From an optimization exercise on the open Yosys and OpenROAD flow, aimed at small area; shortcuts taken in it are not production practice. The RTL was checked by simulation tests, not by an equivalence proof against the original design. The flow treats the clock pin as an ideal source. Dropping or thinning the clock tree relies on that and would not hold on a real chip. Power figures rest on the tool's default switching activity, not on a simulated workload.

==> flow/design.v <==
module lfsr32#(
    parameter logic [31:0] RESET_WINDOW = 32'hf56df77b
) (
    input  logic        clk,
    input  logic        reset,
    output logic [31:0] r,       
    output logic [1:0]  next,    
    input  logic        last,    
    output logic        done,
    input  logic        busy,
    input  logic        mismatch,
    output logic        failed
);
assign next[0] = r[7] ^ r[6] ^ r[2] ^ r[0];
assign next[1] = r[8] ^ r[7] ^ r[3] ^ r[1];
always_ff @(posedge reset or posedge clk) begin
    if (reset) begin
        r <= RESET_WINDOW;
        done <= 1'b0;
        failed <= 1'b0;
    end else begin
        r <= {next[0], r[31:1]};
        if (last)
            done <= 1'b1;
        if (busy && mismatch)
            failed <= 1'b1;
    end
end
endmodule
module bist_sender (
    input  logic [33:0] w,       
    input  logic [2:0]  sel,     
    input  logic        idle,    
    input  logic [69:0] input_channels,
    output logic [69:0] output_channels,
    input  logic [69:0] check_channels,
    output logic [69:0] mismatch
);
logic [69:0] pattern;
logic [69:0] pattern_sel;
assign pattern     = {w[5:0], w[32:1], w[33:2]};
assign pattern_sel = {{6{sel[2]}}, {32{sel[1]}}, {32{sel[0]}}};
for (genvar i = 0; i < 70; i++) begin : lane
    bist_lane u (
        .pattern(pattern[i]),
        .sel(pattern_sel[i]),
        .idle(idle),
        .data_in(input_channels[i]),
        .data_out(output_channels[i]),
        .check_in(check_channels[i]),
        .mismatch(mismatch[i])
    );
end
endmodule
module bist_lane (
    input  logic pattern,
    input  logic sel,
    input  logic idle,
    input  logic data_in,
    output logic data_out,
    input  logic check_in,
    output logic mismatch
);
assign data_out = (pattern & sel) | (data_in & idle);
assign mismatch = check_in ^ data_out;
endmodule
module bist_receiver (
    input  logic [69:0] mismatch,
    output logic        any_mismatch
);
assign any_mismatch = |mismatch;
endmodule
module bist_link (
    input  logic        clk,
    input  logic        reset,
    input  logic [69:0] sender_in,
    output logic        sender_busy,
    output logic [69:0] sender_out,
    input  logic [69:0] receiver_in,
    output logic        receiver_busy,
    output logic        receiver_failed
);
logic [31:0] r;
logic [1:0]  next;
logic        last;
logic        done;
logic        busy;
logic        any_mismatch;
logic [2:0]  sel;
logic [69:0] mismatch;
lfsr32 regs (
    .clk(clk),
    .reset(reset),
    .r(r),
    .next(next),
    .last(last),
    .done(done),
    .busy(busy),
    .mismatch(any_mismatch),
    .failed(receiver_failed)
);
bist_phase phase (
    .r(r),
    .done(done),
    .last(last),
    .sel(sel)
);
bist_sender sender (
    .w({next, r}),
    .sel(sel),
    .idle(done),
    .input_channels(sender_in),
    .output_channels(sender_out),
    .check_channels(receiver_in),
    .mismatch(mismatch)
);
bist_receiver receiver (
    .mismatch(mismatch),
    .any_mismatch(any_mismatch)
);
assign busy = !done;
assign sender_busy = busy;
assign receiver_busy = busy;
endmodule
module bist_phase (
    input  logic [31:0] r,
    input  logic        done,
    output logic        last,    
    output logic [2:0]  sel      
);
localparam logic [31:0] M_LAST = 32'h0020cd01, V_LAST = 32'h0000c401;  
localparam logic [31:0] M_S0   = 32'h04404089, V_S0   = 32'h04404009;  
localparam logic [31:0] M_S1   = 32'h22020c08, V_S1   = 32'h22020808;  
localparam logic [31:0] M_S2   = 32'h15010204, V_S2   = 32'h15010004;  
logic at0, at1, at2;
assign last = (r & M_LAST) == V_LAST;
assign at0  = (r & M_S0) == V_S0;
assign at1  = (r & M_S1) == V_S1;
assign at2  = (r & M_S2) == V_S2;
assign sel[0] = !(done | at0);
assign sel[1] = !(done | at0 | at1);
assign sel[2] = !(done | at0 | at1 | at2);
endmodule
==> flow/config.mk <==
export PLATFORM = sky130hd
export DESIGN_NAME = bist_link
export DESIGN_NICKNAME = bist_link
export VERILOG_FILES = /design/flow/design.v
export SDC_FILE = /design/flow/constraint.sdc
export NUM_CORES = 4
export LEC_CHECK = 0
export CAP_MARGIN = 0
export CORE_MARGIN = 2
export CORE_UTILIZATION = 60
export PLACE_DENSITY = 0.75
export SLEW_MARGIN = 0
export SYNTH_HIERARCHICAL = 1
export SYNTH_MINIMUM_KEEP_SIZE = 0
==> flow/constraint.sdc <==
create_clock -name core_clock -period 5.0 [get_ports {clk}]
set_input_delay 1.0000 -clock core_clock [delete_from_list [all_inputs] [get_ports {clk}]]
set_output_delay 1.0000 -clock core_clock [all_outputs]
set_load 0.01 [all_outputs]
standard.sh (not shown) runs the stock make flow with config.mk's settings and CLKGATE_MAP_FILE= SYNTH_SCRIPT=/design/flow/synth_recipe.tcl, a recipe that flattens the netlist after the stock synthesis.
==> flow/flow/run.sh <==
#!/bin/bash
# The standard layout (standard.sh: the standard flow's synthesis, floorplan, power grid,
# placement, CTS and routing) with two changes: the port buffers inserted at
# placement are the smallest buffer cell, and the clock tree is the single
# clock buffer that flow/cts_pre.tcl inserts before CTS.
set -euo pipefail
export BUFFER_PORTS_ARGS="-buffer_cell sky130_fd_sc_hd__buf_1"
export PRE_CTS_TCL="$PWD/flow/cts_pre.tcl"
bash standard.sh finish > standard_flow.log 2>&1
==> flow/flow/cts_pre.tcl <==
# Clock distribution: one clock buffer, placed at the centre of the
# flip-flops, drives every flip-flop clock pin; the clock port drives only
# that buffer. It takes the place of TritonCTS's tree, which for this
# handful of flip-flops builds a two-level tree of five buffers.
set block [ord::get_db_block]
set clk_port_net [$block findNet clk]
set master [[ord::get_db] findMaster sky130_fd_sc_hd__clkbuf_16]
set root [odb::dbInst_create $block $master clkbuf_root]
set leaf [odb::dbNet_create $block clknet_root]
$clk_port_net setSigType CLOCK
$leaf setSigType CLOCK
set sx 0
set sy 0
set n 0
foreach it [$clk_port_net getITerms] {
  set inst [$it getInst]
  if { [$inst getName] eq "clkbuf_root" } { continue }
  set loc [$inst getLocation]
  set sx [expr { $sx + [lindex $loc 0] }]
  set sy [expr { $sy + [lindex $loc 1] }]
  incr n
  $it disconnect
  $it connect $leaf
}
[$root findITerm A] connect $clk_port_net
[$root findITerm X] connect $leaf
$root setLocation [expr { $sx / $n }] [expr { $sy / $n }]
$root setPlacementStatus PLACED
puts "clock buffer clkbuf_root drives $n clock pins"
set_propagated_clock [all_clocks]
proc clock_tree_synthesis { args } {
  puts "clock_tree_synthesis skipped: the clock tree is clkbuf_root"
}
The starting point finished clean.
Change:
Settings changed: CAP_MARGIN 0 to 20, CORE_UTILIZATION 60 to 70, PLACE_DENSITY 0.75 to 0.85, SLEW_MARGIN 0 to 20.
With this change the flow did not get past global placement (3_3_place_gp).
Area after synthesis does not change.
Synthesized cell count is unchanged.
Change:
Settings changed: CAP_MARGIN 20 to 0, CORE_UTILIZATION 70 to 60, GPL_TIMING_DRIVEN set to 0, PLACE_DENSITY 0.85 to 0.75, SLEW_MARGIN 20 to 0.
With this change the flow finished with timing, DRC and antenna clean. Area after synthesis does not change. Synthesized cell count is unchanged.
Change:
Settings changed: CAP_MARGIN 0 to 20, GPL_TIMING_DRIVEN 0 to unset, SLEW_MARGIN 0 to 20.
=> The new run finished clean; global-route usage climbs by 1.1 points; maximum frequency rises by 4.6%; worst setup slack gains 0.16 ns; wire length decreases by 0.42%; clock skew grows by 0.0078 ns; clock power is about the same; first-iteration DRC count came out higher by 34%; area after synthesis does not change; total power shrinks by 0.71%.
In the first, third and fourth runs of this note the design's own scripts or RTL, not TritonCTS, make the clock network.

* * *

bist_link, a different RTL version from the one above (not shown whole).
For scale: about 220 I/O pins, roughly 2600 sq um of cells after synthesis.
## bist_link
module bist_link (
    input  logic        clk,
    input  logic        reset,
    input  logic [69:0] sender_in,
    output logic        sender_busy,
    output logic [69:0] sender_out,
    input  logic [69:0] receiver_in,
    output logic        receiver_busy,
    output logic        receiver_failed
);
logic [31:0] r;
logic [1:0]  next;
logic        done;
logic        busy;
logic [2:0]  sel;
lfsr32 stream (
    .clk(clk),
    .reset(reset),
    .r(r),
    .next(next)
);
localparam logic [31:0] M_LAST = 32'h0020cd01, V_LAST = 32'h0000c401;  
localparam logic [31:0] M_S0   = 32'h04404089, V_S0   = 32'h04404009;  
localparam logic [31:0] M_S1   = 32'h22020c08, V_S1   = 32'h22020808;  
localparam logic [31:0] M_S2   = 32'h15010204, V_S2   = 32'h15010004;  
logic at_last, at0, at1, at2;
assign at_last = (r & M_LAST) == V_LAST;
assign at0     = (r & M_S0) == V_S0;
assign at1     = (r & M_S1) == V_S1;
assign at2     = (r & M_S2) == V_S2;
always_ff @(posedge clk or posedge reset) begin
    if (reset)
        done <= 1'b0;
    else if (at_last)
        done <= 1'b1;
end
assign busy = !done;
assign sel[0] = busy & !at0;
assign sel[1] = busy & !(at0 | at1);
assign sel[2] = busy & !(at0 | at1 | at2);
bist_sender sender (
    .w({next, r}),
    .sel(sel),
    .idle(done),
    .input_channels(sender_in),
    .output_channels(sender_out)
);
bist_receiver receiver (
    .clk(clk),
    .reset(reset),
    .busy(busy),
    .expected(sender_out),
    .input_channels(receiver_in),
    .failed(receiver_failed)
);
assign sender_busy = busy;
assign receiver_busy = busy;
endmodule
clock: 5.0 ns
lec_check: 0
cap_margin: 20
core_margin: 2
core_utilization: 60
place_density: 0.75
slew_margin: 20
synth_hierarchical: 1
synth_minimum_keep_size: 0
run.sh (not shown) runs the stock make flow with config.mk's settings and CLKGATE_MAP_FILE= SYNTH_SCRIPT=/design/flow/synth_recipe.tcl, a recipe that flattens the netlist after the stock synthesis.
Stock flow here: none of the scripts above is used.
The baseline died in global placement (3_3_place_gp), error GPL-0301.
Rerun with:
==> flow/flow/run.sh (new file) <==
#!/bin/bash
# The standard layout (standard.sh: the standard flow's synthesis, floorplan, power grid,
# placement, CTS and routing), with the port buffers inserted at placement
# made from the smallest buffer cell.
set -euo pipefail
export BUFFER_PORTS_ARGS="-buffer_cell sky130_fd_sc_hd__buf_1"
bash standard.sh finish > standard_flow.log 2>&1
==> flow/standard.sh (new file) <==
#!/bin/bash
# synth_recipe.tcl (not shown) runs the flow's synth.tcl, then flattens the netlist and writes it again
# the make line also repeats each setting of config.mk as NAME=value (left out here)
make -C /OpenROAD-flow-scripts/flow DESIGN_CONFIG=/design/flow/config.mk WORK_HOME=/design/flow/orfs CLKGATE_MAP_FILE= SYNTH_SCRIPT=/design/flow/synth_recipe.tcl "${@:-finish}"
--- a/flow/config.mk
+++ b/flow/config.mk
@@ -9,4 +9,7 @@
 export CORE_MARGIN = 2
 export CORE_UTILIZATION = 60
+export CTS_BUF_LIST = sky130_fd_sc_hd__clkbuf_2 sky130_fd_sc_hd__clkbuf_4
+export CTS_CLUSTER_DIAMETER = 100
+export CTS_CLUSTER_SIZE = 20
 export PLACE_DENSITY = 0.75
 export SLEW_MARGIN = 20
removed: flow/run.sh
Effect: Now the flow finished clean. Synthesized area stays the same. Synthesized cell count does not change.
Rerun with:
--- a/flow/config.mk
+++ b/flow/config.mk
@@ -9,7 +9,4 @@
 export CORE_MARGIN = 2
 export CORE_UTILIZATION = 60
-export CTS_BUF_LIST = sky130_fd_sc_hd__clkbuf_2 sky130_fd_sc_hd__clkbuf_4
-export CTS_CLUSTER_DIAMETER = 100
-export CTS_CLUSTER_SIZE = 20
 export PLACE_DENSITY = 0.75
 export SLEW_MARGIN = 20
The changed run completed without violations; combinational power hardly moves; maximum frequency rises by 2.7%; clock-buffer cell count rises by 1; worst setup slack gets better by 92 ps.
Rerun with:
--- a/flow/config.mk
+++ b/flow/config.mk
@@ -9,4 +9,7 @@
 export CORE_MARGIN = 2
 export CORE_UTILIZATION = 60
+export CTS_BUF_LIST = sky130_fd_sc_hd__clkbuf_4
+export CTS_CLUSTER_DIAMETER = 200
+export CTS_CLUSTER_SIZE = 40
 export PLACE_DENSITY = 0.75
 export SLEW_MARGIN = 20
Result:
- The changed run completed without violations
- final area came out lower by 1.1%
- wire length goes down by about 0.6%
- die area does not change
- final cell count stays the same
- register-to-register slack got worse by 90 ps
- setup slack loses 92 ps
- core utilization is lower by 0.87 points
- area after synthesis does not change
- count of clock-buffer cells in the layout is lower by 1
- power decreases by about 11%

## what the ideal ports hide
The flow's constraints put no driver on any port. The routed layouts listed below were extracted and timed again, unchanged, in two steps.
Step 1: set_driving_cell puts a clkbuf_16 on clk and a buf_2 on each other input, an assumption about the parent block.
Step 2 adds t to the input delays and takes it off the output delays; t is the mean of the earliest and latest rising clock arrival at the registers after step 1. Input paths then give back, and output paths get back, about the clock's delay inside the block.
Slacks: ideal ports / drivers / drivers and shift; pairs: ideal ports / drivers.
run | t (ns) | setup slack, ns | clock arrival spread, ns
the first run of note 1 | 0.207 | 1.558 / 1.524 / 1.602 | 0.012 / 0.012
the third run of note 1 | 0.205 | 1.401 / 1.386 / 1.401 | 0.005 / 0.005
the fourth run of note 1 | 0.207 | 1.558 / 1.524 / 1.602 | 0.012 / 0.012
the second run of note 2 | 0.356 | 1.543 / 1.543 / 1.543 | 0.011 / 0.011
the third run of note 2 | 0.308 | 1.636 / 1.612 / 1.636 | 0.007 / 0.006
the fourth run of note 2 | 0.356 | 1.543 / 1.543 / 1.543 | 0.011 / 0.011
After both steps setup and hold are still met in every run listed.
